Context: an optimization exercise on an open-source flow, tuned for small area, a short achievable clock period and few clock cycles. The choices shown serve that exercise and are no tape-out recipe.
Where RTL was checked, it was by simulation tests only, not by an equivalence proof against the original.
For runs 1, 2 and 4, only the layout was checked, not whether the RTL still works.

==> flow/design.v <==
module JAM (
input CLK,
input RST,
output [2:0] W,
output [2:0] J,
input [6:0] Cost,
output [3:0] MatchCount,
output [9:0] MinCost,
output Valid );
reg        dfs, done;    
reg        srt;          
reg        first;        
reg  [6:0] p;            
reg  [6:0] mn;           
reg  [6:0] bf [0:7];     
reg        addp;         
reg        addc;         
reg  [9:0] base;         
reg  [6:0] rm [0:7];     
reg  [6:0] cm [0:7];     
reg  [7:0] zc [0:7];     
reg  [2:0] row [0:7];    
reg  [3:0] sph;          
reg  [9:0] rs;           
reg  [3:0] k2r [0:7];    
reg  [3:0] zkr [0:7];    
reg  [6:0] R  [0:7];     
reg  [2:0] js [0:7];     
reg  [7:0] used;         
reg  [7:0] L;            
reg  [7:0] jo;           
reg  [7:0] zr_c, zr_ch, zr_p;    
reg  [7:0] bp;           
reg        phc;          
reg  [7:0] ac;           
reg  [7:0] ap;           
reg        ev;           
reg        st;           
reg        fix;          
reg [11:0] G;            
reg [11:0] Gq;           
reg [11:0] T;            
reg  [9:0] best;
reg  [3:0] cnt;
assign MinCost = best;
assign MatchCount = cnt;
assign Valid = done;
integer i;
function [12:0] fadd(input [11:0] a, input [11:0] b, input cin);
    reg [11:0] g, q, gg, pp, c;
    integer k, m;
    begin
        g = a & b;
        q = a ^ b;
        gg = g; pp = q;
        for (k = 1; k < 12; k = k * 2)
            for (m = 11; m >= k; m = m - 1) begin
                gg[m] = gg[m] | (pp[m] & gg[m-k]);
                pp[m] = pp[m] & pp[m-k];
            end
        c[0] = cin;
        for (m = 1; m < 12; m = m + 1) c[m] = gg[m-1] | (pp[m-1] & cin);
        fadd = {gg[11] | (pp[11] & cin), q ^ c};
    end
endfunction
function [7:0] lowbit(input [7:0] m);
    lowbit = m & (~m + 8'd1);
endfunction
function [2:0] enc(input [7:0] oh);
    enc = {|(oh & 8'hf0), |(oh & 8'hcc), |(oh & 8'haa)};
endfunction
function [7:0] after(input [7:0] oh);    
    integer k;
    reg [7:0] le;
    begin
        le[7] = oh[7];
        for (k = 6; k >= 0; k = k - 1) le[k] = le[k+1] | oh[k];
        after = ~le;
    end
endfunction
function [7:0] above(input [7:0] oh);    
    integer k;
    begin
        above[0] = 1'b0;
        for (k = 1; k < 8; k = k + 1) above[k] = above[k-1] | oh[k-1];
    end
endfunction
wire [7:0] Lc   = {L[6:0], L[7]};
wire [7:0] Lp   = {L[0], L[7:1]};
wire [7:0] Lpp  = {L[1:0], L[7:2]};
wire [7:0] Lppp = {L[2:0], L[7:3]};
reg [6:0] rmc, rmch, rmp, rmpp, cmc, Rpp, Rppp;
reg [2:0] jpp, jppp, wc, wch, wp;
always @(*) begin
    rmc = 7'd0; rmch = 7'd0; rmp = 7'd0; rmpp = 7'd0; cmc = 7'd0; Rpp = 7'd0; Rppp = 7'd0;
    jpp = 3'd0; jppp = 3'd0; wc = 3'd0; wch = 3'd0; wp = 3'd0;
    for (i = 0; i < 8; i = i + 1) begin
        rmc  = rmc  | (rm[i] & {7{L[i]}});
        rmch = rmch | (rm[i] & {7{Lc[i]}});
        rmp  = rmp  | (rm[i] & {7{Lp[i]}});
        rmpp = rmpp | (rm[i] & {7{Lpp[i]}});
        cmc  = cmc  | (cm[i] & {7{jo[i]}});
        Rpp  = Rpp  | (R[i]  & {7{Lpp[i]}});
        Rppp = Rppp | (R[i]  & {7{Lppp[i]}});
        jppp = jppp | (js[i] & {3{Lppp[i]}});
        jpp  = jpp  | (js[i] & {3{Lpp[i]}});
        wc   = wc   | (row[i] & {3{L[i]}});
        wch  = wch  | (row[i] & {3{Lc[i]}});
        wp   = wp   | (row[i] & {3{Lp[i]}});
    end
end
wire [7:0] Lcc = {L[5:0], L[7:6]};
reg  [7:0] zr_cc, zr_pp, zr_ppp, zr_0, zr_1;          
always @(*) begin
    for (i = 0; i < 8; i = i + 1) begin
        zr_cc[i]  = |(zc[i] & Lcc);
        zr_pp[i]  = |(zc[i] & Lpp);
        zr_ppp[i] = |(zc[i] & Lppp);
        zr_0[i]   = zc[i][0];
        zr_1[i]   = zc[i][1];
    end
end
wire [7:0] bpp = 8'd1 << jpp;
wire [7:0] bppp = 8'd1 << jppp;
wire       red = ~dfs & ~done & ~srt;
wire       rdrow = ~p[6];                            
wire       lastpos = (p[2:0] == 3'd7);
wire [6:0] rmin = ((p[2:0] == 3'd0) | (Cost < mn)) ? Cost : mn;
wire [3:0] wq = p[6:3] - 4'd1;                       
wire [7:0] wqoh = 8'd1 << wq[2:0];
wire [6:0] x = bf[0] - rm[7];
wire       colinit = (wq == 4'd0);
wire       xlt = x < cm[0];
wire [6:0] cmn = (colinit | xlt) ? x : cm[0];
wire [7:0] zcn = (colinit | xlt) ? wqoh : ((x == cm[0]) ? (zc[0] | wqoh) : zc[0]);
wire [6:0] pa = p + {6'd0, ~first};                  
wire [9:0] rsn = (p[2:0] == 3'd0) ? {3'd0, Cost} : (rs + {3'd0, Cost});
wire [9:0] k2  = rsn - {rmin, 3'b000};               
reg [3:0] zcount [0:7];
reg [7:0] key [0:7];
reg [7:0] sv;                                        
always @(*) begin
    for (i = 0; i < 8; i = i + 1) begin
        zcount[i] = {3'd0, zc[0][i]} + {3'd0, zc[1][i]} + {3'd0, zc[2][i]} + {3'd0, zc[3][i]} +
                    {3'd0, zc[4][i]} + {3'd0, zc[5][i]} + {3'd0, zc[6][i]} + {3'd0, zc[7][i]};
        key[i] = {zkr[i], ~k2r[i]};
    end
    sv = 8'd0;
    for (i = 0; i < 7; i = i + 1)
        sv[i] = (i[0] == sph[0]) ? 1'b0 : (key[i] > key[i+1]);
end
wire sorting = srt & (sph != 4'd0) & (sph != 4'd9);
wire        php = ~|(zr_p & bp);
wire        sle = ~G[11];
wire        slt = ~G[11] & (|G);
wire        alp = ~Gq[11] & (|Gq);
wire        Tbig = ~T[11] & (|T[10:7]);
wire [12:0] te  = fadd({5'd0, T[6:0]}, {5'h1f, ~Cost}, 1'b1);    
wire [12:0] tt  = fadd({5'd0, T[6:0]}, {5'h1f, ~Cost}, 1'b0);    
wire        cle = Tbig | ~te[11];
wire        clt = Tbig | ~tt[11];
wire        le  = phc ? cle : sle;
wire        lt  = phc ? clt : slt;
wire [12:0] slx = fadd(T, {5'h1f, ~Cost}, 1'b1);     
wire [11:0] sl  = phc ? slx[11:0] : G;               
wire [12:0] vx  = fadd({2'b00, best}, ~sl, 1'b1);
wire [9:0]  v   = vx[9:0];                            
wire        leaf = L[7];
wire        lfe = ev & leaf;
wire        imp = lfe & lt;                           
wire [7:0] fch = ~used & ~jo;
wire [7:0] m0c = zr_ch & fch;
wire [7:0] m1c = ~zr_ch & fch;
wire       f0c = |m0c;
wire       f1c = |m1c;
wire [7:0] ohc = f0c ? lowbit(m0c) : lowbit(m1c);
wire       desc = ev & ~leaf & le & (f0c | (lt & f1c));
wire [7:0] acu = ac;
wire [7:0] m0s = phc ? 8'd0 : (zr_c & ~used & acu);
wire [7:0] m1s = ~zr_c & ~used & (phc ? acu : 8'hff) & {8{slt}};
wire       f0s = |m0s;
wire       fs  = f0s | (|m1s);
wire [7:0] ohs = f0s ? lowbit(m0s) : lowbit(m1s);
wire [7:0] fpa = ~(used & ~bp);
wire [7:0] apa = ap;
wire [7:0] m0p = php ? 8'd0 : (zr_p & fpa & apa);
wire [7:0] m1p = ~zr_p & fpa & (php ? apa : 8'hff) & {8{alp}};
wire       f0p = |m0p;
wire       fp  = (f0p | (|m1p)) & ~L[0];
wire [7:0] ohp = f0p ? lowbit(m0p) : lowbit(m1p);
reg  [6:0] cmch, cmsb, cmpa;
always @(*) begin
    cmch = 7'd0; cmsb = 7'd0; cmpa = 7'd0;
    for (i = 0; i < 8; i = i + 1) begin
        cmch = cmch | (cm[i] & {7{ohc[i]}});
        cmsb = cmsb | (cm[i] & {7{ohs[i]}});
        cmpa = cmpa | (cm[i] & {7{ohp[i]}});
    end
end
wire [12:0] ocx   = fadd({5'd0, rmch}, {5'd0, cmch}, 1'b0);
wire [12:0] Tchx  = fadd(sl, ocx[11:0], 1'b0);        
wire [12:0] hcx   = fadd(G, {5'd0, rmc}, 1'b0);
wire [12:0] hpx   = fadd(Gq, {5'd0, rmp}, 1'b0);
wire [12:0] Tsbx  = fadd(hcx[11:0], {5'd0, cmsb}, 1'b0);
wire [12:0] Tpax  = fadd(hpx[11:0], {5'd0, cmpa}, 1'b0);
wire [12:0] gppx  = fadd(Gq, {5'd0, Rpp}, 1'b0);     
wire [12:0] gpppx = fadd(gppx[11:0], {5'd0, Rppp}, 1'b0);
wire [12:0] rnx   = fadd(G, ~sl, 1'b1);
wire [11:0] rnew  = rnx[11:0];                        
wire [11:0] g0    = {2'b00, best} - {2'b00, base};
wire [2:0] Wnc = !dfs ? pa[5:3] : (fs ? wc : wp);
wire [2:0] Jnc = !dfs ? pa[2:0] : enc(fs ? ohs : ohp);
assign W = desc ? wch : Wnc;
assign J = desc ? enc(ohc) : Jnc;
always @(posedge CLK) begin
    for (i = 0; i < 7; i = i + 1) bf[i] <= bf[i+1];
    bf[7] <= Cost;
    if (red) begin
        if (!first) begin
            for (i = 0; i < 7; i = i + 1) begin
                cm[i] <= cm[i+1]; zc[i] <= zc[i+1];
            end
            cm[7] <= cmn; zc[7] <= zcn;
        end
        if (rdrow) begin mn <= rmin; rs <= rsn; end
        if (rdrow && lastpos) begin
            for (i = 0; i < 7; i = i + 1) begin rm[i] <= rm[i+1]; k2r[i] <= k2r[i+1]; end
            rm[7] <= rmin;
            k2r[7] <= k2[9:6];
        end
        for (i = 0; i < 8; i = i + 1) row[i] <= i;
    end else if (srt && sph == 4'd0) begin
        for (i = 0; i < 8; i = i + 1) zkr[i] <= zcount[i];
    end else if (sorting) begin
        for (i = 0; i < 7; i = i + 1)
            if (sv[i]) begin
                rm[i] <= rm[i+1];   rm[i+1] <= rm[i];
                row[i] <= row[i+1]; row[i+1] <= row[i];
                zkr[i] <= zkr[i+1]; zkr[i+1] <= zkr[i];
                k2r[i] <= k2r[i+1]; k2r[i+1] <= k2r[i];
                for (int j = 0; j < 8; j = j + 1) begin
                    zc[j][i] <= zc[j][i+1]; zc[j][i+1] <= zc[j][i];
                end
            end
    end else if (dfs && !fix) begin
        if (desc) begin
            for (i = 0; i < 8; i = i + 1) if (L[i]) R[i] <= rnew[6:0];
            for (i = 0; i < 8; i = i + 1) if (Lc[i]) js[i] <= enc(ohc);
        end else if (imp) begin
        end else if (fs) begin
            for (i = 0; i < 8; i = i + 1) if (L[i]) js[i] <= enc(ohs);
        end else if (fp) begin
            for (i = 0; i < 8; i = i + 1) if (Lp[i]) js[i] <= enc(ohp);
        end
    end
end
always @(posedge CLK or posedge RST) begin
    if (RST) begin
        dfs <= 1'b0; done <= 1'b0; srt <= 1'b0; first <= 1'b1; p <= 7'd0;
        addp <= 1'b0; addc <= 1'b0; base <= 10'd0; sph <= 4'd0;
        L <= 8'd1; used <= 8'd0; jo <= 8'd0;
        ev <= 1'b0; st <= 1'b0; fix <= 1'b0;
        G <= 12'd0; Gq <= 12'd0; T <= 12'd0;
        zr_c <= 8'd0; zr_ch <= 8'd0; zr_p <= 8'd0; bp <= 8'd0; phc <= 1'b0; ac <= 8'd0; ap <= 8'd0;
        best <= 10'h3ff; cnt <= 4'd0;
    end else begin
    if (addp | addc) base <= base + {3'd0, addp ? mn : cm[7]};
    if (red) begin
        addp <= rdrow & lastpos;
        addc <= (wq == 4'd7) & ~first;
        first <= 1'b0;
        p <= pa;
        if (p == 7'd71) begin srt <= 1'b1; sph <= 4'd0; end
    end else if (srt) begin
        addp <= 1'b0; addc <= 1'b0;
        sph <= sph + 4'd1;
        if (sph == 4'd9) begin
            srt <= 1'b0; dfs <= 1'b1; st <= 1'b1;
            G <= g0;
            zr_c <= zr_0; zr_ch <= zr_1;
            jo <= 8'd0; phc <= 1'b0; ac <= 8'hff;
        end
    end else if (dfs && fix) begin
        fix <= 1'b0;
        Gq <= Gq - G;
    end else if (dfs) begin
        st <= 1'b0;
        fix <= imp;
        if (lfe) begin
            if (lt) begin best <= v; cnt <= 4'd1; end
            else if (le) cnt <= cnt + 4'd1;
        end
        if (desc) begin
            used <= used | jo;
            L <= Lc; jo <= ohc; ev <= 1'b1; bp <= jo; phc <= ~f0c;
            ac <= after(ohc); ap <= ac;
            zr_p <= zr_c; zr_c <= zr_ch; zr_ch <= zr_cc;
            G <= sl; Gq <= G; T <= Tchx[11:0];
        end else if (imp) begin
            ev <= 1'b0; G <= sl;
        end else if (fs) begin
            jo <= ohs; ev <= 1'b1; T <= Tsbx[11:0]; phc <= ~f0s;
            ac <= after(ohs);
        end else if (fp) begin
            used <= used & ~bp;
            L <= Lp; jo <= ohp; ev <= 1'b1; bp <= bpp; phc <= ~f0p;
            ac <= after(ohp); ap <= after(bpp);
            G <= Gq; Gq <= gppx[11:0]; T <= Tpax[11:0];
            zr_c <= zr_p; zr_ch <= zr_c; zr_p <= zr_pp;
        end else if (L[0] | L[1]) begin
            done <= 1'b1; dfs <= 1'b0;
        end else begin
            used <= used & ~bp & ~bpp;
            L <= Lpp; jo <= bpp; ev <= 1'b0; bp <= bppp; phc <= ~|(zr_pp & bpp);
            ac <= after(bpp); ap <= after(bppp);
            G <= gppx[11:0]; Gq <= gpppx[11:0];
            zr_c <= zr_pp; zr_ch <= zr_p; zr_p <= zr_ppp;
        end
    end
    end
end
endmodule
==> flow/run.sh <==
#!/bin/bash
# synth_recipe.tcl (not shown) runs the flow's synth.tcl, then flattens the netlist and writes it again
# the make line also repeats each setting of config.mk as NAME=value (left out here)
make -C /OpenROAD-flow-scripts/flow DESIGN_CONFIG=/design/flow/config.mk WORK_HOME=/design/flow/orfs CLKGATE_MAP_FILE= SYNTH_SCRIPT=/design/flow/synth_recipe.tcl finish
==> flow/config.mk <==
export PLATFORM = sky130hd
export DESIGN_NAME = JAM
export DESIGN_NICKNAME = JAM
export VERILOG_FILES = /design/flow/design.v
export SDC_FILE = /design/flow/constraint.sdc
export NUM_CORES = 4
export LEC_CHECK = 0
export CAP_MARGIN = 20
export CORE_MARGIN = 2
export CORE_UTILIZATION = 40
export SLEW_MARGIN = 20
==> flow/constraint.sdc <==
create_clock -name core_clock -period 5.0 [get_ports {CLK}]
set_input_delay 1.0000 -clock core_clock [delete_from_list [all_inputs] [get_ports {CLK}]]
set_output_delay 1.0000 -clock core_clock [all_outputs]
set_load 0.01 [all_outputs]
==> qor.yml, run 1 <==
hold_viol: 0
start_util: 0.404
clockRootBuffer: "clkbuf_16"
synth_seq_cells: 569
fmax_mhz: 194
hold_depth: 0
final.setup_skew_ps: 32.4
tightest_slew_ps: 1090
drv_slew: 0
cts.clk_slew.worst_paths_ps: 70
routedWlPerCell_um: 25.3
vias: 35666
antenna_cells: 0
layout_common_cells: "nand2_1, buf_4, edfxtp_1"
design.core.area_sq_um: 95200
async_flop_share: 0.267
end_kind: "flip-flop"
nFillCells: 8910
status: "failed layout checks"
antenna_found_initial: 7
post-route-period-util: 1.03
min-delay-start: "bf[1][0]$_DFF_P_"
syn_avg_cell_area_sq_um: 9.26
grt_overflow: 0
dp_slack_ps: -488
cts_max_path_buffers: 3
gp_congestion: 1.00
cts_sinks: 569
hold_path_end: "bf[0][0]$_DFF_P_"
die_area_sq_um: 98700
place.detailed.instances: 5595
synth-xor-area-share: 0.0275
final_common_cell: "nand2_1"
synth_area_sq_um: 38500
port_buffers: 29
synth_top_family_by_area: "compound AO/OA/AOI/OAI gates"
fin_nets: 4701
ant_nets: 0
crit_arrival_ps: 5720
die_x_um: 314
setup-violations-final: 5
multi_input_area_sq_um: 21400
r2r_start: "zr_ch[2]$_DFFE_PP0P_"
synth-main-ff-cell: "edfxtp_1"
pin_count: 30
ys_seq_area_frac: 0.404
final_cells: 5742
rsz0062_at_grt: "yes"
synth-compound-area-share: 0.237
drive_above_1_share: 0.161
routed_via_density: 6.21
slew-limit-headroom: 0.270
critPathKind: "flip-flop to flip-flop"
path_cells: "nor3b_2, a2111oi_4, nand4_4, or4_4, a211oi_4, a222oi_1, nand4_1, ha_2, fa_1, ha_1, a21o_1, a21o_1, a211oi_2, nor2_2, o31ai_4, buf_4, a21oi_2, xnor2_1, a21oi_1, a21oi_1"
crit_path_max_fanout: 4
cts_tree: "done"
dr.first_iter.drc_count: 4821
synthSimpleGateAreaFrac: 0.144
cp.depth: 20
yosys_warnings: 12
insertion_delay_ps: 650
grt_pass1_vias: 33683
final_util: 0.477
crit_path_start_kind: "flip-flop"
remaining_drc_errors: 0
finalWorstPathRequiredPeriod_ps: 5160
first_pass_iters: 10
synth_fa_ha_area_frac: 0.0972
so.violations: "setup timing"
synth.area.mux_share: 0.0372
place_hpwl_mm: 107
synth.distinct_cells: 101
synthesis.instances: 4155
max_stage_delay_ps: 560
reg2reg_depth: 20
hp-class: "flip-flop to flip-flop"
synth_edf_count: 337
cts_buffers: 70
layout_setup_ws_ps: -160
r2r_slack_ps: -160
dieHeight_um: 314
r2r-end: "T[9]$_DFFE_PP0P_"
crit_slowest_cell: "or4_4"
syn_to_final_growth_pct: 18.0
register_area_sq_um: 15600
grt_max_degree: 117
htreeDepth: 3
rows: 113
drt_wl_total_mm: 145
gr-usage-all-layers: 0.288
path_buf_inv: 1
max-cap-violations: 0
grt_pass1_wl_mm: 216
worstPathRequired_ps: 5560
critPathTopFamily: "compound AO/OA/AOI/OAI gates"
[worst register-to-register path: stages (launching register included)]
cell and delay (ps):
dfrtp_1 380, nor3b_2 170, a2111oi_4 420, nand4_4 170, or4_4 570, a211oi_4 350, a222oi_1 180, nand4_1 250
ha_2 250, fa_1 450, ha_1 300, a21o_1 160, a21o_1 180, a211oi_2 240, nor2_2 90, o31ai_4 240
buf_4 170, a21oi_2 50, xnor2_1 170, a21oi_1 110, a21oi_1 170
[per-layer routing]
layer  GRT usage  up-vias  wire [um]  part of all wire
li1            -    16095          -                 -
met1       0.389    17182      59700              0.41
met2       0.447     1984      64100              0.44
met3      0.0559      405      14000             0.096
met4       0.132        0       7520             0.052
met5           0        -          0                 0
[cells in the mapped netlist (49+ instances only)]
cell      number  share of area
nand2_1      395          0.039
edfxtp_1     337           0.26
ha_1         227          0.074
nand3_1       52         0.0068
a21oi_1      232          0.030
dfxtp_1       80          0.042
dfrtp_1      140          0.091
nor2_1       336          0.033
buf_1         49         0.0048
inv_1        287          0.028
a21o_1        52          0.010
mux2i_1       62          0.016
nor3_1        88          0.011
nand4_1      105          0.017
o21ai_0      303          0.039
xnor2_1       87          0.020
mux2_2        64          0.019
a211oi_1      57          0.011
clkbuf_1     161          0.016
a22oi_1      264          0.052
[final cells by class]
type                       instances  area share
tap                             1265      0.0348
clock inverter                    48     0.00890
multi-input combinational       3055       0.470
timing repair buffer             434      0.0776
clock buffer                      81      0.0420
sequential                       569       0.343
inverter                         290      0.0240
[worst max-delay path by stage]
stage / slack, ps / endpoint / from
global route: -380 / T[9]$_DFFE_PP0P_ / zr_ch[2]$_DFFE_PP0P_
floorplan: 30 / T[11]$_DFFE_PP0P_ / used[2]$_DFFE_PP0P_
finish: -160 / T[9]$_DFFE_PP0P_ / zr_ch[2]$_DFFE_PP0P_
CTS: -80 / T[9]$_DFFE_PP0P_ / zr_ch[1]$_DFFE_PP0P_
detailed placement: -490 / J[0] / Cost[6]
global placement: -450 / J[0] / Cost[3]
[flip-flops by register name, indices dropped and copies added, names as in the netlist, 12 cells and up]
signal / cells
zkr: 32
rm: 56
Gq: 12
bf: 56
T: 12
G: 12
R: 56
zc: 64
cm: 56
k2r: 32
row: 24
js: 24
[per-stage QoR]
| stage | hold WS (ps) | setup TNS (ps) | instance area (sq um) |
|---|---|---|---|
| finish | 322 | -337 | 45400 |
| global route | 327 | -1390 | 45400 |
| CTS | 326 | -147 | 45200 |
| detailed placement | 312 | -13940 | 42600 |
| global placement | 311 | -5980 | 42600 |
| floorplan | 310 | 0 | 38500 |
[logic make-up after synthesis]
group	count (synthesis)
compound gates	1345
xor+xnor	121
fa+ha+maj	272
buf+inv	537
flops	569
mux	134
other cells	1
simple gates	1176
[timing repair]
item                                    in CTS  in global routing
endpoints found under the setup margin      11                 10
resized for setup                           50                 43
pin swaps                                   30                 42
endpoints found under the hold margin        0                  0
buffers inserted                            11                  9
hold buffers                                 0                  0
==> inputs of run 2 (changes only) <==
--- a/flow/config.mk
+++ b/flow/config.mk
@@ -8,4 +8,6 @@
 export CAP_MARGIN = 20
 export CORE_MARGIN = 2
 export CORE_UTILIZATION = 40
+export CTS_BUF_LIST = sky130_fd_sc_hd__clkbuf_4 sky130_fd_sc_hd__clkbuf_8
+export GPL_TIMING_DRIVEN = 0
 export SLEW_MARGIN = 20
==> run 2 against run 1 <==
Net effect: the layout still fails its checks (setup timing); fmax fell by 6.3%; clock skew grew 26 ps; highest routed layer is now met5; sequential share of layout area is 0.69 points higher; worst hold slack got worse by 3.7 ps; final cell count down 0.42%; via count up 4.5%; flip-flop and latch count unchanged; critical endpoint is now T[11]$_DFFE_PP0P_; global-route usage rose by 3.2 points; synthesized cell count unchanged; register-to-register slack got worse by 350 ps; die area stayed put; largest cell class unchanged.
==> qor.yml, run 2 <==
remaining_drc_errors: 0  # unchanged
syn_avg_cell_area_sq_um: 9.26  # unchanged
drv_slew: 0  # unchanged
cts.clk_slew.worst_paths_ps: 60  # was 70 ps
setup-violations-final: 10  # was 5
crit_path_max_fanout: 3  # was 4
rows: 113  # unchanged
post-route-period-util: 1.10  # was 1.03
met1_usage: 0.433  # was 0.389
antenna_found_initial: 5  # was 7
grt_overflow: 0  # unchanged
synth_edf_count: 337  # unchanged
routedWlPerCell_um: 28.4  # was 25.3 um
max_stage_delay_ps: 550  # was 560 ps
dieHeight_um: 314  # unchanged
crit_slowest_cell: "or4_4"  # unchanged
dr.first_iter.drc_count: 6293  # was 4821
crit_arrival_ps: 6190  # was 5720 ps
gp_congestion: 1.05  # was 1.00
port_buffers: 29  # unchanged
critPathTopFamily: "compound AO/OA/AOI/OAI gates"  # unchanged
slew-limit-headroom: 0.191  # was 0.270
grt_use_met2: 0.461  # was 0.447
hold_viol: 0  # unchanged
cp.depth: 20  # unchanged
end_kind: "flip-flop"  # unchanged
max-cap-violations: 0  # unchanged
cts_max_path_buffers: 3  # unchanged
yosys-top-cells-count: "nand2_1, edfxtp_1, nor2_1, o21ai_0, inv_1"  # unchanged
grt_max_degree: 31  # was 117
path_buf_inv: 1  # unchanged
hp-class: "flip-flop to flip-flop"  # unchanged
ant_nets: 0  # unchanged
path_cells: "nor3b_4, a2111oi_4, nand4_4, or4_4, a211oi_4, buf_4, a222oi_1, nand4_1, ha_2, fa_1, ha_1, a21o_1, a21o_1, a211oi_2, nor2_2, o31ai_4, a2111oi_4, xnor2_1, nor2_1, o31ai_1"  # was nor3b_2, a2111oi_4, nand4_4, or4_4, a211oi_4, a222oi_1, nand4_1, ha_2, fa_1, ha_1, a21o_1, a21o_1, a211oi_2, nor2_2, o31ai_4, buf_4, a21oi_2, xnor2_1, a21oi_1, a21oi_1
synth_area_sq_um: 38500  # unchanged
synth_top_cell_area_share: 0.263  # unchanged
pin_count: 30  # unchanged
status: "failed layout checks"  # unchanged
routed_via_density: 6.52  # was 6.21
clockRootBuffer: "clkbuf_8"  # was clkbuf_16
synth_area_leader_cell: "edfxtp_1"  # unchanged
fin_nets: 4639  # was 4701
drive_above_1_share: 0.144  # was 0.161
yosys_warnings: 12  # unchanged
grtUsageMet3: 0.0910  # was 0.0559
finalWorstPathRequiredPeriod_ps: 5510  # was 5160 ps
critPathKind: "flip-flop to flip-flop"  # unchanged
final_common_cell: "nand2_1"  # unchanged
place_hpwl_mm: 122  # was 107 mm
gr-max-usage-layer: "met2"  # unchanged
tightest_slew_ps: 1210  # was 1090 ps
async_flop_share: 0.267  # unchanged
die_area_sq_um: 98700  # unchanged
drt_wl_total_mm: 162  # was 145 mm
layout_setup_ws_ps: -509  # was -160 ps
cts_buffers: 103  # was 70
final.setup_skew_ps: 58.4  # was 32.4 ps
final_util: 0.468  # was 0.477
htreeDepth: 3  # unchanged
synthesis.instances: 4155  # unchanged
ys_seq_area_frac: 0.404  # unchanged
first_pass_iters: 11  # was 10
fmax_mhz: 182  # was 194 MHz
synth.distinct_cells: 101  # unchanged
worstPathRequired_ps: 5690  # was 5560 ps
synth_seq_cells: 569  # unchanged
dp_slack_ps: -2990  # was -488 ps
grt_pass1_vias: 34517  # was 33683
synth-main-ff-cell: "edfxtp_1"  # unchanged
cts_sinks: 569  # unchanged
setup-tns-final_ps: -2100  # was -337 ps
reg2reg_depth: 20  # unchanged
largest_register_ffs: 64  # unchanged
max_flop_register: "zc"  # unchanged
insertion_delay_ps: 810  # was 650 ps
design.core.area_sq_um: 95200  # unchanged
yosys-top-cells-area: "edfxtp_1, dfrtp_1, ha_1"  # unchanged
cts_tree: "done"  # unchanged
start_util: 0.404  # unchanged
crit_path_start_kind: "flip-flop"  # unchanged
yosys.cell_count.top_type: "nand2_1"  # unchanged
holdWs_ps: 318  # was 322 ps
rsz0062_at_grt: "yes"  # unchanged
vias: 37288  # was 35666
syn_to_final_growth_pct: 15.8  # was 18.0%
layout_common_cells: "nand2_1, edfxtp_1, nor2_1"  # was nand2_1, buf_4, edfxtp_1
so.violations: "setup timing"  # unchanged
grt_pass1_wl_mm: 234  # was 216 mm
die_x_um: 314  # unchanged
hold_depth: 0  # unchanged
gr-usage-all-layers: 0.320  # was 0.288
-- run 2: worst register-to-register path, stage by stage (launching register included) --
cell and delay [ps]:
dfrtp_2 450, nor3b_4 180, a2111oi_4 500, nand4_4 170, or4_4 550, a211oi_4 330, buf_4 200, a222oi_1 110
nand4_1 300, ha_2 250, fa_1 440, ha_1 290, a21o_1 180, a21o_1 220, a211oi_2 230, nor2_2 90
o31ai_4 340, a2111oi_4 130, xnor2_1 150, nor2_1 60, o31ai_1 270
-- run 2: routing by layer --
metal,part of all wire,vias up
met5,0.00046,-
met4,0.066,4
met3,0.13,653
met2,0.41,2768
met1,0.39,17853
li1,-,16010
-- run 2: metrics by stage --
| stage | area [sq um] | instances |
|---|---|---|
| after floorplan | 38500 | 4161 |
| after global placement | 40400 | 5455 |
| after detailed placement | 40700 | 5467 |
| after CTS | 44000 | 5682 |
| after global routing | 44600 | 5716 |
| final | 44600 | 5718 |
-- run 2: path summary, 6_finish.rpt --
| path | slack [ps] | endpoint | startpoint |
|---|---|---|---|
| setup / recovery | -510 | T[11]$_DFFE_PP0P_ | zr_ch[1]$_DFFE_PP0P_ |
| hold / removal | 320 | bf[2][0]$_DFF_P_ | bf[3][0]$_DFF_P_ |
| setup reg to reg | -510 | T[11]$_DFFE_PP0P_ | zr_ch[1]$_DFFE_PP0P_ |
| hold reg to reg | 320 | bf[2][0]$_DFF_P_ | bf[3][0]$_DFF_P_ |
| max in group asynchronous | 3310 | first$_DFFE_PP1P_ | RST |
| min in group asynchronous | 620 | cnt[3]$_DFFE_PP0P_ | RST |
-- run 2: cells by family (layout without fill, tap and decap cells) --
logic type	after synthesis	after routing	share of synthesized area
AND/OR/NAND/NOR	1176	1176	0.144
AO/OA/AOI/OAI	1345	1345	0.237
other	1	11	0.0000974
buffers and inverters	537	825	0.0536
flip-flops	569	569	0.404
XOR/XNOR	121	121	0.0275
adder cells (fa/ha/maj)	272	272	0.0972
multiplexers	134	134	0.0372
-- run 2: layout make-up --
cell class	instances	area, sq um
plain buffers	225	1230
diodes	4	10.0
flip-flops and latches	569	15600
repair buffers	114	1070
fillers	9185	50600
inverters	290	1100
clock buffers	142	1740
well taps	1265	1580
clock inverters	54	390
multi-input cells	3055	21900
-- run 2: repair_timing --
action                                  in CTS  in global routing
hold buffers                                 0                  0
resized for setup                          320                 84
endpoints found under the setup margin     141                 29
pin swaps                                   42                 30
setup buffers                               37                 38
==> inputs of run 3 (changes only) <==
--- a/flow/design.v
+++ b/flow/design.v
@@ -89,21 +89,20 @@
 wire [7:0] Lp   = {L[0], L[7:1]};
 wire [7:0] Lpp  = {L[1:0], L[7:2]};
 wire [7:0] Lppp = {L[2:0], L[7:3]};
-reg [6:0] rmc, rmch, rmp, rmpp, cmc, Rpp, Rppp;
+reg [6:0] rmc, rmch, rmp, cmc, Rpp, Rppp;
 reg [2:0] jpp, jppp, wc, wch, wp;
 always @(*) begin
-    rmc = 7'd0; rmch = 7'd0; rmp = 7'd0; rmpp = 7'd0; cmc = 7'd0; Rpp = 7'd0; Rppp = 7'd0;
+    rmc = 7'd0; rmch = 7'd0; rmp = 7'd0; cmc = 7'd0; Rpp = 7'd0; Rppp = 7'd0;
     jpp = 3'd0; jppp = 3'd0; wc = 3'd0; wch = 3'd0; wp = 3'd0;
     for (i = 0; i < 8; i = i + 1) begin
         rmc  = rmc  | (rm[i] & {7{L[i]}});
         rmch = rmch | (rm[i] & {7{Lc[i]}});
         rmp  = rmp  | (rm[i] & {7{Lp[i]}});
-        rmpp = rmpp | (rm[i] & {7{Lpp[i]}});
         cmc  = cmc  | (cm[i] & {7{jo[i]}});
-        Rpp  = Rpp  | (R[i]  & {7{Lpp[i]}});
-        Rppp = Rppp | (R[i]  & {7{Lppp[i]}});
-        jppp = jppp | (js[i] & {3{Lppp[i]}});
-        jpp  = jpp  | (js[i] & {3{Lpp[i]}});
+        if (i < 6) Rpp  = Rpp  | (R[i]  & {7{Lpp[i]}});   
+        if (i < 5) Rppp = Rppp | (R[i]  & {7{Lppp[i]}});
+        if (i < 5) jppp = jppp | (js[i] & {3{Lppp[i]}});
+        if (i < 6) jpp  = jpp  | (js[i] & {3{Lpp[i]}});
         wc   = wc   | (row[i] & {3{L[i]}});
         wch  = wch  | (row[i] & {3{Lc[i]}});
         wp   = wp   | (row[i] & {3{Lp[i]}});
@@ -188,17 +187,29 @@
 wire       f0p = |m0p;
 wire       fp  = (f0p | (|m1p)) & ~L[0];
 wire [7:0] ohp = f0p ? lowbit(m0p) : lowbit(m1p);
-reg  [6:0] cmch, cmsb, cmpa;
+wire [7:0] ohc0 = lowbit(m0c);
+wire [7:0] ohc1 = lowbit(m1c);
+wire [7:0] ohs0 = lowbit(m0s);
+wire [7:0] ohs1 = lowbit(m1s);
+wire [7:0] ohp0 = lowbit(m0p);
+wire [7:0] ohp1 = lowbit(m1p);
+reg  [6:0] cmc0, cmc1, cms0, cms1, cmp0, cmp1;
 always @(*) begin
-    cmch = 7'd0; cmsb = 7'd0; cmpa = 7'd0;
+    cmc0 = 7'd0; cmc1 = 7'd0; cms0 = 7'd0; cms1 = 7'd0; cmp0 = 7'd0; cmp1 = 7'd0;
     for (i = 0; i < 8; i = i + 1) begin
-        cmch = cmch | (cm[i] & {7{ohc[i]}});
-        cmsb = cmsb | (cm[i] & {7{ohs[i]}});
-        cmpa = cmpa | (cm[i] & {7{ohp[i]}});
+        cmc0 = cmc0 | (cm[i] & {7{ohc0[i]}});
+        cmc1 = cmc1 | (cm[i] & {7{ohc1[i]}});
+        cms0 = cms0 | (cm[i] & {7{ohs0[i]}});
+        cms1 = cms1 | (cm[i] & {7{ohs1[i]}});
+        cmp0 = cmp0 | (cm[i] & {7{ohp0[i]}});
+        cmp1 = cmp1 | (cm[i] & {7{ohp1[i]}});
     end
 end
-wire [12:0] ocx   = fadd({5'd0, rmch}, {5'd0, cmch}, 1'b0);
-wire [12:0] Tchx  = fadd(sl, ocx[11:0], 1'b0);        
+wire [6:0] cmsb = f0s ? cms0 : cms1;
+wire [6:0] cmpa = f0p ? cmp0 : cmp1;
+wire [6:0]  cmch  = f0c ? cmc0 : cmc1;
+wire [12:0] slrx  = fadd(sl, {5'd0, rmch}, 1'b0);
+wire [12:0] Tchx  = fadd(slrx[11:0], {5'd0, cmch}, 1'b0);    
 wire [12:0] hcx   = fadd(G, {5'd0, rmc}, 1'b0);
 wire [12:0] hpx   = fadd(Gq, {5'd0, rmp}, 1'b0);
 wire [12:0] Tsbx  = fadd(hcx[11:0], {5'd0, cmsb}, 1'b0);
--- a/flow/config.mk
+++ b/flow/config.mk
@@ -8,6 +8,4 @@
 export CAP_MARGIN = 20
 export CORE_MARGIN = 2
 export CORE_UTILIZATION = 40
-export CTS_BUF_LIST = sky130_fd_sc_hd__clkbuf_4 sky130_fd_sc_hd__clkbuf_8
-export GPL_TIMING_DRIVEN = 0
 export SLEW_MARGIN = 20
==> run 3 against run 2 <==
Net effect: the run now finishes clean; flip-flop and latch count is 20 lower; clock skew is 31 ps lower; fmax is 13% higher.
==> qor.yml, run 3 <==
routedWlPerCell_um: 25.4  # was 28.4 um
drt_wl_total_mm: 147  # was 162 mm
post-route-period-util: 0.978  # was 1.10
reg2reg_depth: 18  # was 20
dr.first_iter.drc_count: 4519  # was 6293
routed_via_density: 6.28  # was 6.52
cts_tree: "done"  # unchanged
cp_common_cell: "buf_4"
vias: 36295  # was 37288
crit_slowest_cell: "clkdlybuf4s50_1"  # was or4_4
r2r-end: "T[10]$_DFFE_PP0P_"  # was T[11]$_DFFE_PP0P_
cts.clk_slew.worst_paths_ps: 60  # about the same
hp-class: "flip-flop to flip-flop"  # unchanged
worstPathRequired_ps: 4000  # was 5690 ps
rows: 114  # was 113
syn_to_final_growth_pct: 16.8  # was 15.8%
crit_arrival_ps: 3890  # was 6190 ps
min-delay-start: "bf[5][3]$_DFF_P_"  # was bf[3][0]$_DFF_P_
hold_viol: 0  # unchanged
end_kind: "output pin"  # was flip-flop
synth_area_leader_cell: "edfxtp_1"  # unchanged
status: "complete, no violations"  # was failed layout checks
yosys.cell_count.top_type: "nand2_1"  # unchanged
synth_edf_count: 317  # was 337
yosys-top-cells-count: "nand2_1, nor2_1, edfxtp_1, o21ai_0, inv_1"  # was nand2_1, edfxtp_1, nor2_1, o21ai_0, inv_1
grt_pass1_vias: 34223  # was 34517
synth_seq_cells: 549  # was 569
synth.distinct_cells: 106  # was 101
wl_met1_mm: 63.1  # was 64.0 mm
max-cap-violations: 0  # unchanged
r2r_slack_ps: 160  # was -510 ps
crit_path_max_fanout: 5  # was 3
layout_common_cells: "nand2_1, buf_4, nor2_1"  # was nand2_1, edfxtp_1, nor2_1
path_cells: "clkdlybuf4s50_1, inv_1, ha_1, a211oi_2, o22ai_2, o31ai_2, buf_4, a31oi_2, and2_4, buf_4, o31ai_1, a31oi_1, dlygate4sd2_1"  # was nor3b_4, a2111oi_4, nand4_4, or4_4, a211oi_4, buf_4, a222oi_1, nand4_1, ha_2, fa_1, ha_1, a21o_1, a21o_1, a211oi_2, nor2_2, o31ai_4, a2111oi_4, xnor2_1, nor2_1, o31ai_1
antenna_cells: 0  # was 4
synth_area_sq_um: 38900  # was 38500 sq um
cts_sinks: 549  # was 569
slew-limit-headroom: 0.232  # was 0.191
start_util: 0.403  # was 0.404
syn_avg_cell_area_sq_um: 9.18  # was 9.26 sq um
place_hpwl_mm: 109  # was 122 mm
htreeDepth: 3  # unchanged
path_buf_inv: 5  # was 1
die_area_sq_um: 99800  # was 98700 sq um
remaining_drc_errors: 0  # unchanged
fin_nets: 4730  # was 4639
hold_depth: 0  # unchanged
hold_path_end: "bf[4][3]$_DFF_P_"  # was bf[2][0]$_DFF_P_
finalWorstPathRequiredPeriod_ps: 4890  # was 5510 ps
cts_buffers: 68  # was 103
critPathTopFamily: "buffers and inverters"  # was compound AO/OA/AOI/OAI gates
placed_area_sq_um: 42700  # was 40700 sq um
synthesis.instances: 4238  # was 4155
gp_congestion: 0.982  # was 1.05
setup-violations-final: 0  # was 10
port_buffers: 29  # unchanged
tightest_slew_ps: 1150  # was 1210 ps
gr-usage-all-layers: 0.289  # was 0.320
clockRootBuffer: "clkbuf_16"  # was clkbuf_8
pin_count: 30  # unchanged
drv_slew: 0  # unchanged
yosys-top-cells-area: "edfxtp_1, dfrtp_1, ha_1"  # unchanged
fin_area_sq_um: 45400  # was 44600 sq um
final.setup_skew_ps: 27.6  # was 58.4 ps
largest_register_ffs: 64  # unchanged
max_flop_register: "zc"  # unchanged
top_layer_used: "met5"  # unchanged
critPathKind: "input port to output pin"  # was flip-flop to flip-flop
yosys_warnings: 12  # unchanged
nFillCells: 9227  # was 9185
synth-main-ff-cell: "edfxtp_1"  # unchanged
grt_overflow: 0  # unchanged
final_common_cell: "nand2_1"  # unchanged
wl_met3_mm: 13.6  # was 21.0 mm
final_util: 0.470  # was 0.468
rsz0062_at_grt: "yes"  # unchanged
async_flop_share: 0.277  # was 0.267
r2r_start: "zr_ch[1]$_DFFE_PP0P_"  # unchanged
ctsHoldBuffers: 0  # unchanged
drive_above_1_share: 0.146  # was 0.144
dieHeight_um: 316  # was 314 um
ys_seq_area_frac: 0.384  # was 0.404
max_stage_delay_ps: 510  # was 550 ps
insertion_delay_ps: 660  # was 810 ps
die_x_um: 316  # was 314 um
cts_max_path_buffers: 3  # unchanged
synth_top_cell_area_share: 0.245  # was 0.263
design.core.area_sq_um: 96600  # was 95200 sq um
ant_nets: 0  # unchanged
first_pass_iters: 10  # was 11
grt_pass1_wl_mm: 219  # was 234 mm
wl_met2_mm: 64.2  # was 66.6 mm
grt_max_degree: 107  # was 31
fmax_mhz: 205  # was 182 MHz
antenna_found_initial: 4  # was 5
crit_path_start_kind: "input port"  # was flip-flop
## run 3: timing repair
item,CTS,global route
endpoints found under the setup margin,8,13
resized for setup,18,44
buffers inserted,1,19
pin swaps,3,20
## run 3: per-layer routing
metal  up-vias  global-route usage
met5         -                   0
met1     17698               0.405
li1      16381                   -
met3       346              0.0570
met2      1868               0.439
met4         2               0.113
## run 3: layout make-up
cell class / instances / area [sq um] / share of cell area
timing repair buffer: 390 / 3220 / 0.0709
multi-input combinational: 3154 / 22200 / 0.489
sequential: 549 / 15000 / 0.329
clock inverter: 39 / 464 / 0.0102
inverter: 287 / 1080 / 0.0238
clock buffer: 87 / 1900 / 0.0418
tap: 1276 / 1600 / 0.0351
## run 3: worst max-delay path by stage
| stage | startpoint | to | slack [ps] | cells after the start |
|---|---|---|---|---|
| floorplan | L[3]$_DFFE_PP0P_ | Gq[8]$_DFFE_PP0P_ | 80 | 23 |
| global placement | Cost[2] | T[9]$_DFFE_PP0P_ | -450 | 22 |
| detailed placement | Cost[2] | T[9]$_DFFE_PP0P_ | -450 | 23 |
| CTS | zr_c[2]$_DFFE_PP0P_ | T[10]$_DFFE_PP0P_ | 50 | 19 |
| global route | zr_p[2]$_DFFE_PP0P_ | T[10]$_DFFE_PP0P_ | -70 | 23 |
| finish | Cost[4] | J[2] | 110 | 13 |
## run 3: worst register-to-register path: stages (launching register included)
cell,delay (ps)
dfrtp_1,450
buf_4,190
or3_1,230
nand3_1,270
nor2_1,620
a22oi_1,190
a31oi_1,340
or4_1,340
inv_1,110
fa_1,430
nor2b_1,120
o21ai_0,80
nand2b_1,100
a21o_1,150
a31o_2,210
or4b_1,430
a31oi_1,220
a41o_1,200
nor3_1,40
## run 3: metrics by stage
stage | worst slack, ps | TNS [ps] | instances | hold WS (ps)
after floorplan | 76.9 | 0 | 4238 | 310
final | 111 | 0 | 5782 | 322
after detailed placement | -449 | -5520 | 5636 | 312
after global placement | -450 | -3720 | 5636 | 310
after CTS | 51.6 | 0 | 5763 | 323
after global routing | -71.6 | -190 | 5782 | 330
## run 3: cells by family (layout without fill, tap and decap cells)
kind of cell | count (synthesis) | count (layout) | synth area share
compound gates | 1356 | 1356 | 0.243
xor+xnor | 116 | 116 | 0.0261
fa+ha+maj | 271 | 271 | 0.0959
buf+inv | 535 | 803 | 0.0536
flops | 549 | 549 | 0.384
mux | 171 | 171 | 0.0461
simple gates | 1240 | 1240 | 0.151
Testbench counts of run 3, summed over its fixed seeds: cycles 2,070.
==> inputs of run 4 (changes only) <==
--- a/flow/design.v
+++ b/flow/design.v
@@ -116,7 +116,7 @@
         zr_pp[i]  = |(zc[i] & Lpp);
         zr_ppp[i] = |(zc[i] & Lppp);
         zr_0[i]   = zc[i][0];
-        zr_1[i]   = zc[i][1];
+        zr_1[i]   = sv[1] ? zc[i][2] : zc[i][1];    
     end
 end
 wire [7:0] bpp = 8'd1 << jpp;
@@ -148,7 +148,7 @@
     for (i = 0; i < 7; i = i + 1)
         sv[i] = (i[0] == sph[0]) ? 1'b0 : (key[i] > key[i+1]);
 end
-wire sorting = srt & (sph != 4'd0) & (sph != 4'd9);
+wire sorting = srt & (sph != 4'd0);
 wire        php = ~|(zr_p & bp);
 wire        sle = ~G[11];
 wire        slt = ~G[11] & (|G);
@@ -265,14 +265,46 @@
         end
     end
 end
+always @(posedge CLK) begin
+    if (srt && sph == 4'd8) begin
+        L <= 8'd1; used <= 8'd0;
+        G <= g0;
+        zr_c <= zr_0; zr_ch <= zr_1;
+        jo <= 8'd0; phc <= 1'b0; ac <= 8'hff;
+    end else if (dfs && fix) begin
+        Gq <= Gq - G;
+    end else if (dfs) begin
+        if (desc) begin
+            used <= used | jo;
+            L <= Lc; jo <= ohc; bp <= jo; phc <= ~f0c;
+            ac <= after(ohc); ap <= ac;
+            zr_p <= zr_c; zr_c <= zr_ch; zr_ch <= zr_cc;
+            G <= sl; Gq <= G; T <= Tchx[11:0];
+        end else if (imp) begin
+            G <= sl;
+        end else if (fs) begin
+            jo <= ohs; T <= Tsbx[11:0]; phc <= ~f0s;
+            ac <= after(ohs);
+        end else if (fp) begin
+            used <= used & ~bp;
+            L <= Lp; jo <= ohp; bp <= bpp; phc <= ~f0p;
+            ac <= after(ohp); ap <= after(bpp);
+            G <= Gq; Gq <= gppx[11:0]; T <= Tpax[11:0];
+            zr_c <= zr_p; zr_ch <= zr_c; zr_p <= zr_pp;
+        end else if (!(L[0] | L[1])) begin
+            used <= used & ~bp & ~bpp;
+            L <= Lpp; jo <= bpp; bp <= bppp; phc <= ~|(zr_pp & bpp);
+            ac <= after(bpp); ap <= after(bppp);
+            G <= gppx[11:0]; Gq <= gpppx[11:0];
+            zr_c <= zr_pp; zr_ch <= zr_p; zr_p <= zr_ppp;
+        end
+    end
+end
 always @(posedge CLK or posedge RST) begin
     if (RST) begin
         dfs <= 1'b0; done <= 1'b0; srt <= 1'b0; first <= 1'b1; p <= 7'd0;
         addp <= 1'b0; addc <= 1'b0; base <= 10'd0; sph <= 4'd0;
-        L <= 8'd1; used <= 8'd0; jo <= 8'd0;
         ev <= 1'b0; st <= 1'b0; fix <= 1'b0;
-        G <= 12'd0; Gq <= 12'd0; T <= 12'd0;
-        zr_c <= 8'd0; zr_ch <= 8'd0; zr_p <= 8'd0; bp <= 8'd0; phc <= 1'b0; ac <= 8'd0; ap <= 8'd0;
         best <= 10'h3ff; cnt <= 4'd0;
     end else begin
     if (addp | addc) base <= base + {3'd0, addp ? mn : cm[7]};
@@ -285,15 +317,11 @@
     end else if (srt) begin
         addp <= 1'b0; addc <= 1'b0;
         sph <= sph + 4'd1;
-        if (sph == 4'd9) begin
+        if (sph == 4'd8) begin
             srt <= 1'b0; dfs <= 1'b1; st <= 1'b1;
-            G <= g0;
-            zr_c <= zr_0; zr_ch <= zr_1;
-            jo <= 8'd0; phc <= 1'b0; ac <= 8'hff;
         end
     end else if (dfs && fix) begin
         fix <= 1'b0;
-        Gq <= Gq - G;
     end else if (dfs) begin
         st <= 1'b0;
         fix <= imp;
@@ -302,30 +330,17 @@
             else if (le) cnt <= cnt + 4'd1;
         end
         if (desc) begin
-            used <= used | jo;
-            L <= Lc; jo <= ohc; ev <= 1'b1; bp <= jo; phc <= ~f0c;
-            ac <= after(ohc); ap <= ac;
-            zr_p <= zr_c; zr_c <= zr_ch; zr_ch <= zr_cc;
-            G <= sl; Gq <= G; T <= Tchx[11:0];
+            ev <= 1'b1;
         end else if (imp) begin
-            ev <= 1'b0; G <= sl;
+            ev <= 1'b0;
         end else if (fs) begin
-            jo <= ohs; ev <= 1'b1; T <= Tsbx[11:0]; phc <= ~f0s;
-            ac <= after(ohs);
+            ev <= 1'b1;
         end else if (fp) begin
-            used <= used & ~bp;
-            L <= Lp; jo <= ohp; ev <= 1'b1; bp <= bpp; phc <= ~f0p;
-            ac <= after(ohp); ap <= after(bpp);
-            G <= Gq; Gq <= gppx[11:0]; T <= Tpax[11:0];
-            zr_c <= zr_p; zr_ch <= zr_c; zr_p <= zr_pp;
+            ev <= 1'b1;
         end else if (L[0] | L[1]) begin
             done <= 1'b1; dfs <= 1'b0;
         end else begin
-            used <= used & ~bp & ~bpp;
-            L <= Lpp; jo <= bpp; ev <= 1'b0; bp <= bppp; phc <= ~|(zr_pp & bpp);
-            ac <= after(bpp); ap <= after(bppp);
-            G <= gppx[11:0]; Gq <= gpppx[11:0];
-            zr_c <= zr_pp; zr_ch <= zr_p; zr_p <= zr_ppp;
+            ev <= 1'b0;
         end
     end
     end
==> run 4 against run 3 <==
Net effect: core utilization up 0.15 points; global-route usage shrank 1.3 points; via count shrank 2.5%.
==> qor.yml, run 4 <==
clockRootBuffer: "clkbuf_16"  # unchanged
register_area_sq_um: 15200  # was 15000 sq um
max_stage_delay_ps: 500  # was 510 ps
yosys-top-cells-area: "edfxtp_1, ha_1, dfxtp_1"  # was edfxtp_1, dfrtp_1, ha_1
crit_slowest_cell: "clkdlybuf4s50_1"  # unchanged
tightest_slew_ps: 1090  # was 1150 ps
cts.clk_slew.worst_paths_ps: 60  # about the same
rows: 113  # was 114
place.detailed.instances: 5551  # was 5636
final.setup_skew_ps: 34.3  # was 27.6 ps
hold_viol: 0  # unchanged
synth_seq_cells: 549  # unchanged
multi_input_area_sq_um: 21700  # was 22200 sq um
syn_to_final_growth_pct: 17.0  # was 16.8%
path_cells: "clkdlybuf4s50_1, inv_1, ha_1, buf_4, and4_1, a21boi_2, o31ai_4, nor3b_2, and2_4, buf_12, buf_4, buf_6, nand2_1, o21ai_1, dlygate4sd2_1"  # was clkdlybuf4s50_1, inv_1, ha_1, a211oi_2, o22ai_2, o31ai_2, buf_4, a31oi_2, and2_4, buf_4, o31ai_1, a31oi_1, dlygate4sd2_1
routed_via_density: 6.23  # was 6.28
crit_path_max_fanout: 19  # was 5
cts_sinks: 549  # unchanged
yosys_warnings: 12  # unchanged
post-route-period-util: 0.986  # was 0.978
max_flop_register: "zc"  # unchanged
synthesis.instances: 4129  # was 4238
layout_common_cells: "nand2_1, edfxtp_1, buf_4"  # was nand2_1, buf_4, nor2_1
ys_seq_area_frac: 0.396  # was 0.384
synth_edf_count: 393  # was 317
dr.first_iter.drc_count: 5082  # was 4519
synth.distinct_cells: 111  # was 106
grt_pass1_vias: 33236  # was 34223
syn_avg_cell_area_sq_um: 9.27  # was 9.18 sq um
synth-main-ff-cell: "edfxtp_1"  # unchanged
yosys-top-cells-count: "nand2_1, edfxtp_1, o21ai_0, nor2_1, inv_1"  # was nand2_1, nor2_1, edfxtp_1, o21ai_0, inv_1
die_area_sq_um: 98200  # was 99800 sq um
max-cap-violations: 0  # unchanged
largest_register_ffs: 64  # unchanged
hp-class: "flip-flop to flip-flop"  # unchanged
grt_overflow: 0  # unchanged
crit_arrival_ps: 3930  # was 3890 ps
port_buffers: 29  # unchanged
antenna_cells: 0  # unchanged
htreeDepth: 3  # unchanged
setup-violations-final: 0  # unchanged
placed_area_sq_um: 42100  # was 42700 sq um
first_pass_iters: 14  # was 10
design.core.area_sq_um: 94900  # was 96600 sq um
remaining_drc_errors: 0  # unchanged
grt_max_degree: 74  # was 107
vias: 35396  # was 36295
slew-limit-headroom: 0.270  # was 0.232
synth_top_cell_area_share: 0.308  # was 0.245
yosys.cell_count.top_type: "nand2_1"  # unchanged
fin_area_sq_um: 44800  # was 45400 sq um
critPathKind: "input port to output pin"  # unchanged
layout_setup_ws_ps: 70.8  # was 111 ps
holdWs_ps: 303  # was 322 ps
cp_common_cell: "buf_4"  # unchanged
dieHeight_um: 313  # was 316 um
drive_above_1_share: 0.156  # was 0.146
start_util: 0.403  # about the same
nFillCells: 9008  # was 9227
place_hpwl_mm: 104  # was 109 mm
end_kind: "output pin"  # unchanged
cts_tree: "done"  # unchanged
antenna_found_initial: 1  # was 4
gr-usage-all-layers: 0.276  # was 0.289
final_common_cell: "nand2_1"  # unchanged
final_cells: 5682  # was 5782
insertion_delay_ps: 640  # was 660 ps
status: "complete, no violations"  # unchanged
drt_wl_total_mm: 139  # was 147 mm
gp_congestion: 1.06  # was 0.982
cts_buffers: 66  # was 68
worstPathRequired_ps: 4000  # about the same
cts_max_path_buffers: 3  # unchanged
fin_nets: 4642  # was 4730
pin_count: 30  # unchanged
async_flop_share: 0.0783  # was 0.277
crit_path_start_kind: "input port"  # unchanged
routedWlPerCell_um: 24.5  # was 25.4 um
drv_slew: 0  # unchanged
finalWorstPathRequiredPeriod_ps: 4930  # was 4890 ps
grt_pass1_wl_mm: 209  # was 219 mm
synth_area_sq_um: 38300  # was 38900 sq um
ant_nets: 0  # unchanged
die_x_um: 313  # was 316 um
dp_slack_ps: -618  # was -449 ps
synth_area_leader_cell: "edfxtp_1"  # unchanged
fmax_mhz: 203  # was 205 MHz
[run 4: through the flow]
step | TNS (ps) | util
finish | 0 | 0.472
global route | -69.1 | 0.472
CTS | -79.1 | 0.468
detailed placement | -10310 | 0.444
global placement | -8290 | 0.444
floorplan | 0 | -
[run 4: repair_timing]
| item | CTS | global route |
|---|---|---|
| resized for setup | 22 | 65 |
| pin swaps | 4 | 13 |
| hold buffers | 0 | 0 |
| buffers inserted | 3 | 5 |
| gates cloned | 0 | 0 |
| endpoints found under the setup margin | 9 | 9 |
| hold endpoints to repair | 0 | 0 |
[run 4: kinds of logic after synthesis]
kind of cell               share of synthesized area
adders and majority gates                     0.0971
buffers and inverters                         0.0514
xor gates and xnor gates                      0.0286
DFF                                            0.396
muxes                                         0.0386
AOI/OAI and AO/OA                              0.236
and+or+nand+nor                                0.152
[run 4: layout make-up]
cell class,instances,area share
tap,1265,0.0354
multi-input combinational,3076,0.484
inverter,273,0.0229
sequential,549,0.339
clock inverter,33,0.00679
clock buffer,89,0.0414
timing repair buffer,397,0.0708
[run 4: path summary, 6_finish.rpt]
check / start / endpoint / slack, ps / cells past startpoint
setup / recovery: Cost[3] / J[2] / 70 / 15
hold / removal: bf[6][3]$_DFF_P_ / bf[5][3]$_DFF_P_ / 300 / 0
setup reg to reg: G[10]$_DFFE_PP_ / T[11]$_DFFE_PP_ / 170 / 20
hold reg to reg: bf[6][3]$_DFF_P_ / bf[5][3]$_DFF_P_ / 300 / 0
max in group asynchronous: RST / p[0]$_DFFE_PP0P_ / 3600 / 3
min in group asynchronous: RST / base[9]$_DFFE_PP0P_ / 890 / 3
[run 4: routing by layer]
layer  up-vias  track usage  part of all wire
li1      16038            -                 -
met1     17013        0.382              0.41
met2      1980        0.432              0.44
met3       363       0.0483              0.10
met4         2        0.104             0.040
met5         -            0          0.000094
[run 4: worst max-delay path, delay by kind of cell]
| family | cells | cell delay, ps |
|---|---|---|
| buffers and inverters | 7 | 1440 |
| and+or+nand+nor | 4 | 560 |
| adders and majority gates | 1 | 280 |
| AOI/OAI and AO/OA | 3 | 640 |
==> inputs of run 5 (changes only) <==
--- a/flow/design.v
+++ b/flow/design.v
@@ -116,7 +116,7 @@
         zr_pp[i]  = |(zc[i] & Lpp);
         zr_ppp[i] = |(zc[i] & Lppp);
         zr_0[i]   = zc[i][0];
-        zr_1[i]   = sv[1] ? zc[i][2] : zc[i][1];    
+        zr_1[i]   = zc[i][1];
     end
 end
 wire [7:0] bpp = 8'd1 << jpp;
@@ -148,7 +148,7 @@
     for (i = 0; i < 7; i = i + 1)
         sv[i] = (i[0] == sph[0]) ? 1'b0 : (key[i] > key[i+1]);
 end
-wire sorting = srt & (sph != 4'd0);
+wire sorting = srt & (sph != 4'd0) & (sph != 4'd9);
 wire        php = ~|(zr_p & bp);
 wire        sle = ~G[11];
 wire        slt = ~G[11] & (|G);
@@ -266,7 +266,7 @@
     end
 end
 always @(posedge CLK) begin
-    if (srt && sph == 4'd8) begin
+    if (srt && sph == 4'd9) begin
         L <= 8'd1; used <= 8'd0;
         G <= g0;
         zr_c <= zr_0; zr_ch <= zr_1;
@@ -317,7 +317,7 @@
     end else if (srt) begin
         addp <= 1'b0; addc <= 1'b0;
         sph <= sph + 4'd1;
-        if (sph == 4'd8) begin
+        if (sph == 4'd9) begin
             srt <= 1'b0; dfs <= 1'b1; st <= 1'b1;
         end
     end else if (dfs && fix) begin
--- a/flow/config.mk
+++ b/flow/config.mk
@@ -8,4 +8,5 @@
 export CAP_MARGIN = 20
 export CORE_MARGIN = 2
 export CORE_UTILIZATION = 40
+export CTS_BUF_LIST = sky130_fd_sc_hd__clkbuf_4 sky130_fd_sc_hd__clkbuf_8
 export SLEW_MARGIN = 20
==> run 5 against run 4 <==
Net effect: largest cell class unchanged; via count fell by 0.94%; die area fell by 0.47%; non-clock buffer count fell by 45; highest routed layer unchanged; flip-flop and latch count did not move; critical endpoint unchanged; worst hold slack improved by 18 ps.
==> qor.yml, run 5 <==
status: "complete, no violations"  # unchanged
path_cells: "buf_4, buf_4, clkinv_1, o21ai_1, and3b_1, buf_4, a21oi_2, nand2b_1, a211oi_1, o211a_1, o21ai_1, dlygate4sd2_1"  # was clkdlybuf4s50_1, inv_1, ha_1, buf_4, and4_1, a21boi_2, o31ai_4, nor3b_2, and2_4, buf_12, buf_4, buf_6, nand2_1, o21ai_1, dlygate4sd2_1
final.setup_skew_ps: 51.3  # was 34.3 ps
cts_max_path_buffers: 3  # unchanged
place.detailed.instances: 5483  # was 5551
holdWs_ps: 321  # was 303 ps
start_util: 0.402  # was 0.403
cts_sinks: 549  # unchanged
post-route-period-util: 0.969  # was 0.986
antenna_found_initial: 4  # was 1
fin_nets: 4604  # was 4642
pin_count: 30  # unchanged
yosys-top-cells-count: "nand2_1, edfxtp_1, nor2_1, o21ai_0, inv_1"  # was nand2_1, edfxtp_1, o21ai_0, nor2_1, inv_1
tightest_slew_ps: 1040  # was 1090 ps
grt_pass1_wl_mm: 208  # was 209 mm
design.core.area_sq_um: 94700  # was 94900 sq um
insertion_delay_ps: 760  # was 640 ps
syn_to_final_growth_pct: 16.2  # was 17.0%
synth-main-ff-cell: "edfxtp_1"  # unchanged
crit_slowest_cell: "dfxtp_2"  # was clkdlybuf4s50_1
grt_pass1_vias: 33039  # was 33236
first_pass_iters: 8  # was 14
cp_common_cell: "buf_4"  # unchanged
drive_above_1_share: 0.156  # about the same
grt_max_degree: 110  # was 74
layout_setup_ws_ps: 155  # was 70.8 ps
gp_congestion: 0.977  # was 1.06
setup-violations-final: 0  # unchanged
grt_overflow: 0  # unchanged
ant_nets: 0  # unchanged
htreeDepth: 3  # unchanged
yosys-top-cells-area: "edfxtp_1, ha_1, dfxtp_1"  # unchanged
synth_top_cell_area_share: 0.310  # was 0.308
synth_seq_cells: 549  # unchanged
critPathKind: "flip-flop to output pin"  # was input port to output pin
yosys.cell_count.top_type: "nand2_1"  # unchanged
synthesis.instances: 4119  # was 4129
port_buffers: 29  # unchanged
final_cells: 5676  # was 5682
final_util: 0.467  # was 0.472
fmax_mhz: 206  # was 203 MHz
layout_common_cells: "nand2_1, edfxtp_1, buf_4"  # unchanged
cts_tree: "done"  # unchanged
synth_area_leader_cell: "edfxtp_1"  # unchanged
crit_path_start_kind: "flip-flop"  # was input port
die_area_sq_um: 97700  # was 98200 sq um
gr-usage-all-layers: 0.276  # about the same
max_stage_delay_ps: 410  # was 500 ps
hold_viol: 0  # unchanged
place_hpwl_mm: 103  # was 104 mm
nFillCells: 9153  # was 9008
die_x_um: 313  # about the same
finalWorstPathRequiredPeriod_ps: 4840  # was 4930 ps
cts.clk_slew.worst_paths_ps: 60  # about the same
ctsHoldBuffers: 0  # unchanged
synth_area_sq_um: 38100  # was 38300 sq um
crit_path_max_fanout: 20  # was 19
crit_arrival_ps: 3840  # was 3930 ps
dp_slack_ps: -529  # was -618 ps
dieHeight_um: 313  # about the same
synth.distinct_cells: 92  # was 111
drv_slew: 0  # unchanged
syn_avg_cell_area_sq_um: 9.25  # was 9.27 sq um
rsz0062_at_grt: "no"
hp-class: "flip-flop to flip-flop"  # unchanged
remaining_drc_errors: 0  # unchanged
largest_register_ffs: 64  # unchanged
synth_edf_count: 393  # unchanged
clockRootBuffer: "clkbuf_8"  # was clkbuf_16
max_flop_register: "zc"  # unchanged
slew-limit-headroom: 0.304  # was 0.270
vias: 35062  # was 35396
drt_wl_total_mm: 138  # was 139 mm
ys_seq_area_frac: 0.398  # was 0.396
routedWlPerCell_um: 24.3  # was 24.5 um
async_flop_share: 0.0783  # unchanged
dr.first_iter.drc_count: 4360  # was 5082
rows: 113  # unchanged
max-cap-violations: 0  # unchanged
yosys_warnings: 12  # unchanged
worstPathRequired_ps: 4000  # about the same
routed_via_density: 6.18  # was 6.23
cts_buffers: 98  # was 66
end_kind: "output pin"  # unchanged
final_common_cell: "nand2_1"  # unchanged
[run 5: kinds of logic after synthesis]
| group | after synthesis | share of synthesized area |
|---|---|---|
| muxes | 147 | 0.0406 |
| DFF | 549 | 0.398 |
| adders and majority gates | 271 | 0.0979 |
| and+or+nand+nor | 1210 | 0.151 |
| buffers and inverters | 518 | 0.0520 |
| xor gates and xnor gates | 139 | 0.0320 |
| AOI/OAI and AO/OA | 1285 | 0.228 |
[run 5: worst max-delay path, delay by kind of cell (launching register included)]
family | cells | cell delay [ps]
buffers and inverters | 5 | 1120
AO/OA/AOI/OAI | 5 | 1120
AND/OR/NAND/NOR | 2 | 440
flip-flops | 1 | 410
[run 5: path summary, 6_finish.rpt]
check,startpoint,end,slack (ps),depth (start not counted)
max,phc$_SDFFE_PP0P_,J[2],160,12
min,bf[5][2]$_DFF_P_,bf[4][2]$_DFF_P_,320,0
max reg2reg,zr_p[6]$_DFFE_PP_,T[8]$_DFFE_PP_,200,20
min reg2reg,bf[5][2]$_DFF_P_,bf[4][2]$_DFF_P_,320,0
max in group asynchronous,RST,p[0]$_DFFE_PP0P_,3800,3
min in group asynchronous,RST,base[6]$_DFFE_PP0P_,740,3
[run 5: what timing repair did]
| item | CTS | global route |
|---|---|---|
| resized for setup | 31 | 58 |
| setup buffers | 2 | 3 |
| hold endpoints to repair | 0 | 0 |
| cloned | 0 | 1 |
| endpoints found under the setup margin | 6 | 11 |
| pin swaps | 2 | 14 |
[run 5: layout make-up]
type / count / area (sq um) / area share
diodes: 1 / 2.50 / 0.0000566
clock buffers: 141 / 1740 / 0.0393
clock inverters: 45 / 480 / 0.0109
inverters: 271 / 1020 / 0.0230
multi-input cells: 3052 / 21400 / 0.485
flip-flops and latches: 549 / 15200 / 0.343
well taps: 1265 / 1580 / 0.0358
repair buffers: 352 / 2820 / 0.0637
[run 5: routing by layer]
layer / global-route usage / share of wire / vias up
met1: 0.393 / 0.43 / 17022
met3: 0.0399 / 0.096 / 300
met5: 0 / 0.00026 / -
li1: - / - / 15869
met4: 0.106 / 0.038 / 6
met2: 0.423 / 0.44 / 1865
[run 5: stage by stage]
stage	instance area, sq um	setup TNS, ps
floorplan	38100	0
detailed placement	41600	-2980
finish	44200	0
CTS	44000	-226
global route	44200	0
global placement	41600	-2450
Testbench counts of run 5, summed over its fixed seeds: cycles 2,070.

[separate check: timing with driven ports]
No port has a modelled driver above. Below, the same layouts with a new extraction and two added sets of constraints. Step 1 (the two cells are an assumption about what drives the block):
set clk [get_ports {CLK}]
set_driving_cell -lib_cell sky130_fd_sc_hd__clkbuf_16 $clk
set_driving_cell -lib_cell sky130_fd_sc_hd__buf_2 [delete_from_list [all_inputs] $clk]
Step 2 adds t to the input delays and takes it off the output delays; t is the mean of the earliest and latest rising clock arrival at the registers after step 1. Input paths then give back, and output paths get back, about the clock's delay inside the block. a / b / c = ideal / step 1 / step 2; a / b = the first two.
| run | shift t [ns] | slack for setup (ns) | slew at the worst register clock pin (ns) | worst slew at a driven data input, ns |
|---|---|---|---|---|
| run 1 | 0.702 | -0.160 / -0.160 / -0.160 | 0.07 / 0.07 | 0.11 |
| run 2 | 0.843 | -0.509 / -0.509 / -0.509 | 0.07 / 0.07 | 0.04 |
| run 3 | 0.715 | 0.111 / 0.060 / -0.433 | 0.07 / 0.07 | 0.05 |
| run 4 | 0.692 | 0.071 / 0.047 / -0.378 | 0.07 / 0.07 | 0.03 |
| run 5 | 0.797 | 0.155 / 0.090 / -0.368 | 0.08 / 0.08 | 0.03 |
Met with ideal ports but missed after step 2: setup timing in run 3, run 4 and run 5. For run 3, which loses most, drivers alone change the setup slack by -0.051 ns; drivers and shift together by -0.544 ns.
